This design comes from an exercise in tuning for small area and a short achievable clock period on the open sky130 flow, not from production work. In this exercise RTL edits were held to simulation tests only and were not proved equivalent to the original.

==> flow/design.v (outline; a module is shown in full before it is edited, if it fits) <==
// module div_chain: 39 lines
// module cond_neg: 19 lines
// module booth_mul: 771 lines
// module mult_div_pipe: 155 lines
module mult_div_pipe (
    input clk,
    input reset_n,
    input logic op_i,
    input logic [FUNCT7_SIZE-1:0] funct7_i,
    input logic [FUNCT3_SIZE-1:0] funct3_i,
    input logic [WD_SIZE-1:0] op1_data_i,
    input logic [WD_SIZE-1:0] op2_data_i,
    input logic [INSTR_REG_SIZE-1:0] rd_i,
    input logic ctrl_reg_write_i,
    output logic [INSTR_REG_SIZE-1:0] rd_m0_o,
    output logic [INSTR_REG_SIZE-1:0] rd_m1_o,
    output logic [INSTR_REG_SIZE-1:0] rd_m2_o,
    output logic [INSTR_REG_SIZE-1:0] rd_m3_o,
    output logic [WD_SIZE-1:0] bypass_ml_data_o,
    output logic bypass_ctrl_reg_write_ml_o,
    output logic [INSTR_REG_SIZE-1:0] rd_o,
    output logic ctrl_reg_write_o,
    output logic valid_result_o,
    output logic [WD_SIZE-1:0] result_o
);
  // ...
==> flow/flow/run.sh <==
#!/bin/bash
# The standard layout, with repair_timing asked to leave a setup margin so
# that it shortens the register-to-register paths below the clock period.
# The clock period, the I/O delays and every other constraint are unchanged.
set -euo pipefail
export SETUP_SLACK_MARGIN=90
bash standard.sh > standard_flow.log 2>&1
==> flow/standard.sh <==
#!/bin/bash
# synth_recipe.tcl (not shown) runs the flow's synth.tcl, then flattens the netlist and writes it again
# the make line also repeats each setting of config.mk as NAME=value (left out here)
make -C /OpenROAD-flow-scripts/flow DESIGN_CONFIG=/design/flow/config.mk WORK_HOME=/design/flow/orfs CLKGATE_MAP_FILE= SYNTH_SCRIPT=/design/flow/synth_recipe.tcl "${@:-finish}"
==> flow/config.mk <==
export PLATFORM = sky130hd
export DESIGN_NAME = mult_div_pipe
export DESIGN_NICKNAME = mult_div_pipe
export VERILOG_FILES = /design/flow/design.v
export SDC_FILE = /design/flow/constraint.sdc
export NUM_CORES = 4
export LEC_CHECK = 0
export ABC_AREA = 1
export CAP_MARGIN = 20
export CORE_MARGIN = 2
export CORE_UTILIZATION = 55
export SLEW_MARGIN = 20
==> flow/constraint.sdc <==
create_clock -name core_clock -period 115.0 [get_ports {clk}]
set_input_delay 23.0000 -clock core_clock [delete_from_list [all_inputs] [get_ports {clk}]]
set_output_delay 23.0000 -clock core_clock [all_outputs]
set_load 0.01 [all_outputs]
==> summary.txt, run 1 <==
Max-Cap Viols = 0
multi-input combinational area share = 73.9%
ys async rst share = 0%
status = complete, no violations
fin nets = 11,300
Placed Instance Area = 70,700 sq um
DR pass1 iterations = 9
area of the multi-input gates = 55,000 sq um
met1 Resource Use GR = 49.6%
Starting DRT DRC Count = 6,902
final setup vio count = 0
H-tree depth = 2
initial antenna violation count = 11
Signal buf overhead = 5.20%
Area contributors post-synth = fa_1 15%, ha_1 13%, nand2_1 12%
diodes inserted = 4
Clock Skews = 35.0 ps
GP Congestion = 1.02
Synth Warn # = 1
Max Slew Vio Count = 0
Inst Count DP = 11,500
Syn Nets = 11,200
Largest cell class = multi-input gates
RR Endpoint = r2[20]$_DFF_P_
==> module mult_div_pipe, before the edit <==
module mult_div_pipe (
    input clk,
    input reset_n,
    input logic op_i,
    input logic [FUNCT7_SIZE-1:0] funct7_i,
    input logic [FUNCT3_SIZE-1:0] funct3_i,
    input logic [WD_SIZE-1:0] op1_data_i,
    input logic [WD_SIZE-1:0] op2_data_i,
    input logic [INSTR_REG_SIZE-1:0] rd_i,
    input logic ctrl_reg_write_i,
    output logic [INSTR_REG_SIZE-1:0] rd_m0_o,
    output logic [INSTR_REG_SIZE-1:0] rd_m1_o,
    output logic [INSTR_REG_SIZE-1:0] rd_m2_o,
    output logic [INSTR_REG_SIZE-1:0] rd_m3_o,
    output logic [WD_SIZE-1:0] bypass_ml_data_o,
    output logic bypass_ctrl_reg_write_ml_o,
    output logic [INSTR_REG_SIZE-1:0] rd_o,
    output logic ctrl_reg_write_o,
    output logic valid_result_o,
    output logic [WD_SIZE-1:0] result_o
);
localparam integer K1 = 12;    
localparam integer K2 = 22;    
logic v0, w0;
logic [4:0] rd0;
logic [2:0] f0;
logic [31:0] a0, b0;
always_ff @(posedge clk) begin
    a0 <= op1_data_i;
    b0 <= op2_data_i;
    f0 <= funct3_i;
    if (!reset_n) begin
        v0 <= 1'b0;
        w0 <= 1'b0;
        rd0 <= 5'b0;
    end else begin
        v0 <= op_i && (funct7_i == F7_MULDIV) && ctrl_reg_write_i;
        w0 <= ctrl_reg_write_i;
        rd0 <= ctrl_reg_write_i ? rd_i : 5'b0;
    end
end
logic sa0, sb0, na0, nb0;
assign sa0 = f0[2] ? ~f0[0] : (f0[1] ^ f0[0]);
assign sb0 = f0[2] ? ~f0[0] : (f0[1:0] == 2'b01);
assign na0 = sa0 & a0[31];
assign nb0 = sb0 & b0[31];
logic [31:0] ua0, ub0;
cond_neg nga (.x (a0), .n (na0), .c (1'b1), .y (ua0));
cond_neg ngb (.x (b0), .n (nb0), .c (1'b1), .y (ub0));
logic [63:0] prod;
booth_mul bm (.x ({1'b0, ua0}), .y ({1'b0, ub0}), .p (prod));
logic [31:0] mulres;
assign mulres = (f0[1:0] == 2'b00) ? prod[31:0] : prod[63:32];
logic bz, neg, cin;
assign bz = (ub0 == 32'b0);
assign neg = ~f0[2] ? (na0 ^ nb0) : f0[1] ? na0 : (na0 ^ nb0) & ~bz;
assign cin = neg & (f0[2] | (f0[1:0] == 2'b00) | (prod[31:0] == 32'b0));
logic [K1-1:0] r1_d, q1_d;
div_chain #(.K0(0), .K1(K1)) dc1 (
    .r_i (1'b0), .n_i (ua0), .d_i (ub0), .r_o (r1_d), .q_o (q1_d)
);
logic v1, w1, neg1, cin1, rem1, mul1;
logic [4:0] rd1;
logic [K1-1:0] r1, q1;
logic [31-K1:0] n1;
logic [31:0] d1;
always_ff @(posedge clk) begin
    r1 <= r1_d;
    q1 <= q1_d;
    n1 <= ua0[31-K1:0];
    d1 <= f0[2] ? ub0 : mulres;
    neg1 <= neg;
    cin1 <= cin;
    rem1 <= f0[1];
    mul1 <= ~f0[2];
    if (!reset_n) begin
        v1 <= 1'b0;
        w1 <= 1'b0;
        rd1 <= 5'b0;
    end else begin
        v1 <= v0;
        w1 <= w0;
        rd1 <= rd0;
    end
end
logic [K2-1:0] r2_d;
logic [K2-K1-1:0] q2_d;
div_chain #(.K0(K1), .K1(K2)) dc2 (
    .r_i (r1), .n_i ({q1, n1}), .d_i (d1), .r_o (r2_d), .q_o (q2_d)
);
logic v2, w2, neg2, cin2, rem2, mul2;
logic [4:0] rd2;
logic [K2-1:0] r2, q2;
logic [31-K2:0] n2;
logic [31:0] d2;
always_ff @(posedge clk) begin
    r2 <= r2_d;
    q2 <= {q1, q2_d};
    n2 <= n1[31-K2:0];
    d2 <= d1;
    neg2 <= neg1;
    cin2 <= cin1;
    rem2 <= rem1;
    mul2 <= mul1;
    if (!reset_n) begin
        v2 <= 1'b0;
        w2 <= 1'b0;
        rd2 <= 5'b0;
    end else begin
        v2 <= v1;
        w2 <= w1;
        rd2 <= rd1;
    end
end
logic [31:0] r3_d;
logic [31-K2:0] q3_d;
div_chain #(.K0(K2), .K1(32)) dc3 (
    .r_i (r2), .n_i ({q2, n2}), .d_i (d2), .r_o (r3_d), .q_o (q3_d)
);
logic [31:0] ures, res3_d;
assign ures = mul2 ? d2 : rem2 ? r3_d : {q2, q3_d};
cond_neg ngr (.x (ures), .n (neg2), .c (cin2), .y (res3_d));
logic v3, w3, v4, w4;
logic [4:0] rd3, rd4;
logic [31:0] res3, res4;
always_ff @(posedge clk) begin
    res3 <= res3_d;
    res4 <= res3;
    if (!reset_n) begin
        v3 <= 1'b0;
        w3 <= 1'b0;
        rd3 <= 5'b0;
        v4 <= 1'b0;
        w4 <= 1'b0;
        rd4 <= 5'b0;
    end else begin
        v3 <= v2;
        w3 <= w2;
        rd3 <= rd2;
        v4 <= v3;
        w4 <= w3;
        rd4 <= rd3;
    end
end
assign rd_m0_o = rd0;
assign rd_m1_o = rd1;
assign rd_m2_o = rd2;
assign rd_m3_o = rd3;
assign bypass_ml_data_o = res3;
assign bypass_ctrl_reg_write_ml_o = w3;
assign rd_o = rd4;
assign ctrl_reg_write_o = w4;
assign valid_result_o = v4;
assign result_o = res4;
endmodule
==> run 2, diff against run 1 <==
--- a/flow/design.v
+++ b/flow/design.v
@@ -903,11 +903,21 @@
 localparam integer K1 = 12;    
 localparam integer K2 = 22;    
-logic v0, w0;
+logic sa_i, sb_i, na_i, nb_i;
+assign sa_i = funct3_i[2] ? ~funct3_i[0] : (funct3_i[1] ^ funct3_i[0]);
+assign sb_i = funct3_i[2] ? ~funct3_i[0] : (funct3_i[1:0] == 2'b01);
+assign na_i = sa_i & op1_data_i[31];
+assign nb_i = sb_i & op2_data_i[31];
+logic v0, w0, na0, nb0;
 logic [4:0] rd0;
 logic [2:0] f0;
-logic [31:0] a0, b0;
+logic [31:0] ua0, ub0;
+logic [31:0] ua_i, ub_i;
+cond_neg nga (.x (op1_data_i), .n (na_i), .c (1'b1), .y (ua_i));
+cond_neg ngb (.x (op2_data_i), .n (nb_i), .c (1'b1), .y (ub_i));
 always_ff @(posedge clk) begin
-    a0 <= op1_data_i;
-    b0 <= op2_data_i;
+    ua0 <= ua_i;
+    ub0 <= ub_i;
+    na0 <= na_i;
+    nb0 <= nb_i;
     f0 <= funct3_i;
     if (!reset_n) begin
@@ -921,12 +931,4 @@
     end
 end
-logic sa0, sb0, na0, nb0;
-assign sa0 = f0[2] ? ~f0[0] : (f0[1] ^ f0[0]);
-assign sb0 = f0[2] ? ~f0[0] : (f0[1:0] == 2'b01);
-assign na0 = sa0 & a0[31];
-assign nb0 = sb0 & b0[31];
-logic [31:0] ua0, ub0;
-cond_neg nga (.x (a0), .n (na0), .c (1'b1), .y (ua0));
-cond_neg ngb (.x (b0), .n (nb0), .c (1'b1), .y (ub0));
 logic [63:0] prod;
 booth_mul bm (.x ({1'b0, ua0}), .y ({1'b0, ub0}), .p (prod));
@@ -999,13 +1001,15 @@
     .r_i (r2), .n_i ({q2, n2}), .d_i (d2), .r_o (r3_d), .q_o (q3_d)
 );
-logic [31:0] ures, res3_d;
-assign ures = mul2 ? d2 : rem2 ? r3_d : {q2, q3_d};
-cond_neg ngr (.x (ures), .n (neg2), .c (cin2), .y (res3_d));
-logic v3, w3, v4, w4;
+logic [31:0] res3_d;
+assign res3_d = mul2 ? d2 : rem2 ? r3_d : {q2, q3_d};
+logic v3, w3, v4, w4, neg3, cin3;
 logic [4:0] rd3, rd4;
-logic [31:0] res3, res4;
+logic [31:0] res3, res4, sres;
+cond_neg ngr (.x (res3), .n (neg3), .c (cin3), .y (sres));
 always_ff @(posedge clk) begin
     res3 <= res3_d;
-    res4 <= res3;
+    neg3 <= neg2;
+    cin3 <= cin2;
+    res4 <= sres;
     if (!reset_n) begin
         v3 <= 1'b0;
@@ -1028,5 +1032,5 @@
 assign rd_m2_o = rd2;
 assign rd_m3_o = rd3;
-assign bypass_ml_data_o = res3;
+assign bypass_ml_data_o = sres;
 assign bypass_ctrl_reg_write_ml_o = w3;
 assign rd_o = rd4;
==> run 2 against run 1 <==
Effect of this change:
- non-clock buffer count fell by 10
- first-iteration DRC count increased by 11%
- count of clock-buffer cells in the layout grew 1
- core utilization fell by 0.65 points
- clock skew down 2.3 ps
- via count grew 2.3%
- largest cell class unchanged
- fmax is 5.6% lower
- critical path depth increased by 16
- flip-flop and latch count rose by 4
- critical endpoint is now bypass_ml_data_o[21]
- design area is 0.89% higher
- sequential share of layout area about the same
==> summary.txt, run 2 <==
Slew HR = 26.2%
Hold Buf Count CTS = 0
critical-path cell list = nor2_4 > buf_4 > buf_6 > buf_6 > buf_6 > buf_6 > buf_6 > nand4_1 > nor2_2 > inv_2 > nor2_4 > nand3_4 > buf_4 > o21ai_4 > xor2_1 > buf_4 > clkdlybuf4s15_2
Starting Density = 55.5%
initial antenna violation count = 10 (-1)
Slew @ Worst Pin = 1110 ps
Rows = 129
Post-synth EDFFs = 0
most frequent cells in the layout = 2,026 x nand2_1, 1,356 x inv_1, 812 x xor2_1
pin count of the biggest net entering global routing = 53
status = complete, no violations
mean number of vias per cell = 6.12
Routed WL = 283 mm
Syn Nets = 11,300 (+0.91%)
top cell types by occurrence after synthesis = 2,041 x nand2_1, 1,388 x inv_1, 825 x xor2_1, 695 x a21oi_1, 679 x ha_1
Layout area overhead = 9.12%
Starting DRT DRC Count = 7,648 (+11%)
vias in the first global route = 69,700
worst skew pair latency = 610 ps
Clock Sinks = 340
Inst Count DP = 11,600 (+1.2%)
Yosys top cell area share = 14.2%
crit-path max FO = 3
area of the multi-input gates = 56,000 sq um (+1.7%)
Synth Warn # = 1 (unchanged)
RSZ-0062 raised after global routing = yes
fmax = 0.0385 GHz
Cells after Synth = 10,000
final setup vio count = 0 (unchanged)
Syn Area/Cell = 6.88 sq um
Die X = 358 um
most frequent CP cell = buf_6
Remaining DRCs = 0
setup tns final = 0 ps
Num CTS Buffers = 38
count leader, synth = nand2_1
post-route ant nets = 0
Clock Root Buffer = clkbuf_16
Core Area = 124,000 sq um
Area contributors post-synth = fa_1 14%, ha_1 12%, nand2_1 11%
Total GRT Usage = 42.9%
CP max stage delay = 330 ps
crit share post-route = 22.6%
Clock Skews = 32.7 ps (-2.26 ps)
DR pass1 iterations = 8 (-1)
Max Slew Vio Count = 0 (unchanged)
min Tclk post-route = 25,990 ps
Critical Path Sink Type = primary output
I/O pins = 175
Worst Path Required = 92,000 ps
Seq cells post-synth = 340
register area = 6820 sq um
worst hold-check path type = reg2reg
HPWL Detailed = 214 mm
crit path max-delay cell type = dfxtp_2
Reg clk slew, reported paths = 60 ps
H-tree depth = 2 (unchanged)
Post-Layout Cell Count = 11,800
WS Path Type = reg2out
fin nets = 11,300 (+0.61%)
GP Congestion = 1.06 (+4.5%)
Worst EP arrival = 2990 ps
largest area contributor in the netlist = fa_1
fraction of layout instances using a drive strength above 1 = 8.08%
post-synthesis cell area = 68,800 sq um
Final Hold Viols = 0
sequential area share after synthesis = 9.89%
ys async rst share = 0% (unchanged)
Die H = 358 um
CTS tree = built
wire length per cell = 24.1 um
worst-case clock buffer depth = 3
most common cell after layout, fill and taps aside = nand2_1
total grt overflow = 0
Most used DFF post-synth = dfxtp_1
Die Area = 128,000 sq um
via count = 72,000
critical path launch point type = flop
number of fill cells in the layout = 11,900
Synth cell types = 76
Max-Cap Viols = 0 (unchanged)
first-pass GRT wire length = 416 mm
count of buffers from port buffering = 174
==> run 2: cells by family (layout without fill, tap and decap cells) <==
kind of cell,after synthesis,after routing,share of synthesized area [%]
compound gates,2060,2060,17.6
mux,2,2,0.0327
fa+ha+maj,1167,1167,26.5
simple gates,3598,3598,22.6
other cells,0,7,0
xor+xnor,1026,1026,13.1
buf+inv,1808,1917,10.2
flops,340,340,9.89
==> run 2: per-stage QoR <==
step | util (%) | area (sq um) | hold slack, ps | setup slack [ps]
2_1_floorplan | - | 68900 | 310 | 89950
3_3_place_gp | 58.2 | 72200 | 310 | 88340
3_5_place_dp | 58.2 | 72200 | 313 | 88280
4_1_cts | 59.9 | 74200 | 326 | 88870
5_1_grt | 60.6 | 75100 | 333 | 88850
6_report | 60.6 | 75100 | 326 | 89010
==> run 2: path summary, 6_finish.rpt <==
kind | to | from | slack, ps | cells after the start
max | bypass_ml_data_o[21] | res3[0]$_DFF_P_ | 89010 | 17
min | n2[1]$_DFF_P_ | n1[1]$_DFF_P_ | 330 | 0
max reg2reg | res3[14]$_DFF_P_ | d2[26]$_DFF_P_ | 91680 | 123
min reg2reg | n2[1]$_DFF_P_ | n1[1]$_DFF_P_ | 330 | 0
==> run 2: timing repair <==
action                                  in CTS  in global routing
gates cloned                                 2                  2
resized for setup                          257                152
setup buffers                               45                 40
endpoints found under the setup margin     102                105
pin swaps                                   43                 38
==> run 2: critical path: cells and delay by family, from the launching register on <==
family          cells  cell delay [ps]
compound gates      1              140
xor+xnor            1              190
buf+inv            10             1190
flops               1              330
simple gates        5              540
==> run 2: routing by layer <==
layer	vias to the layer above	share of wire [%]	GRT usage, %
met4	0	8.1	29.1
met1	33500	38	52.3
met3	1231	12	12.1
met2	4244	42	65.8
met5	-	0	0
li1	33000	-	-
==> run 2: layout make-up <==
cell class | count | area share (%)
inverters | 1436 | 7.31
multi-input cells | 7853 | 74.5
well taps | 1637 | 2.73
repair inverters | 4 | 0.0300
flip-flops and latches | 340 | 9.07
clock buffers | 47 | 1.38
diodes | 7 | 0.0233
clock inverters | 17 | 0.177
repair buffers | 413 | 4.79

-- afterwards: timing with drivers on the ports --
No port has a modelled driver above. Below, the same layouts with a new extraction and two added sets of constraints.
Step 1, drivers: a clkbuf_16 drives clk and a buf_2 each remaining input, both assumed.
Step 2 times the ports against the registers' clock, not the clock port: input delays grow and output delays shrink by t, the midpoint of the rising clock arrivals with the driver on.
Slacks: ideal / step 1 / step 2; pairs: ideal / step 1.
| run | shift t [ns] | slack for setup (ns) | cell pins on the clock port's net |
|---|---|---|---|
| run 1 | 0.667 | 90.472 / 90.396 / 90.078 | 1 |
| run 2 | 0.672 | 89.009 / 88.929 / 89.514 | 1 |
After both steps setup and hold are still met in every run listed. The setup slack of run 1, which loses most, moves by -0.076 ns with the drivers and by -0.394 ns with both steps.
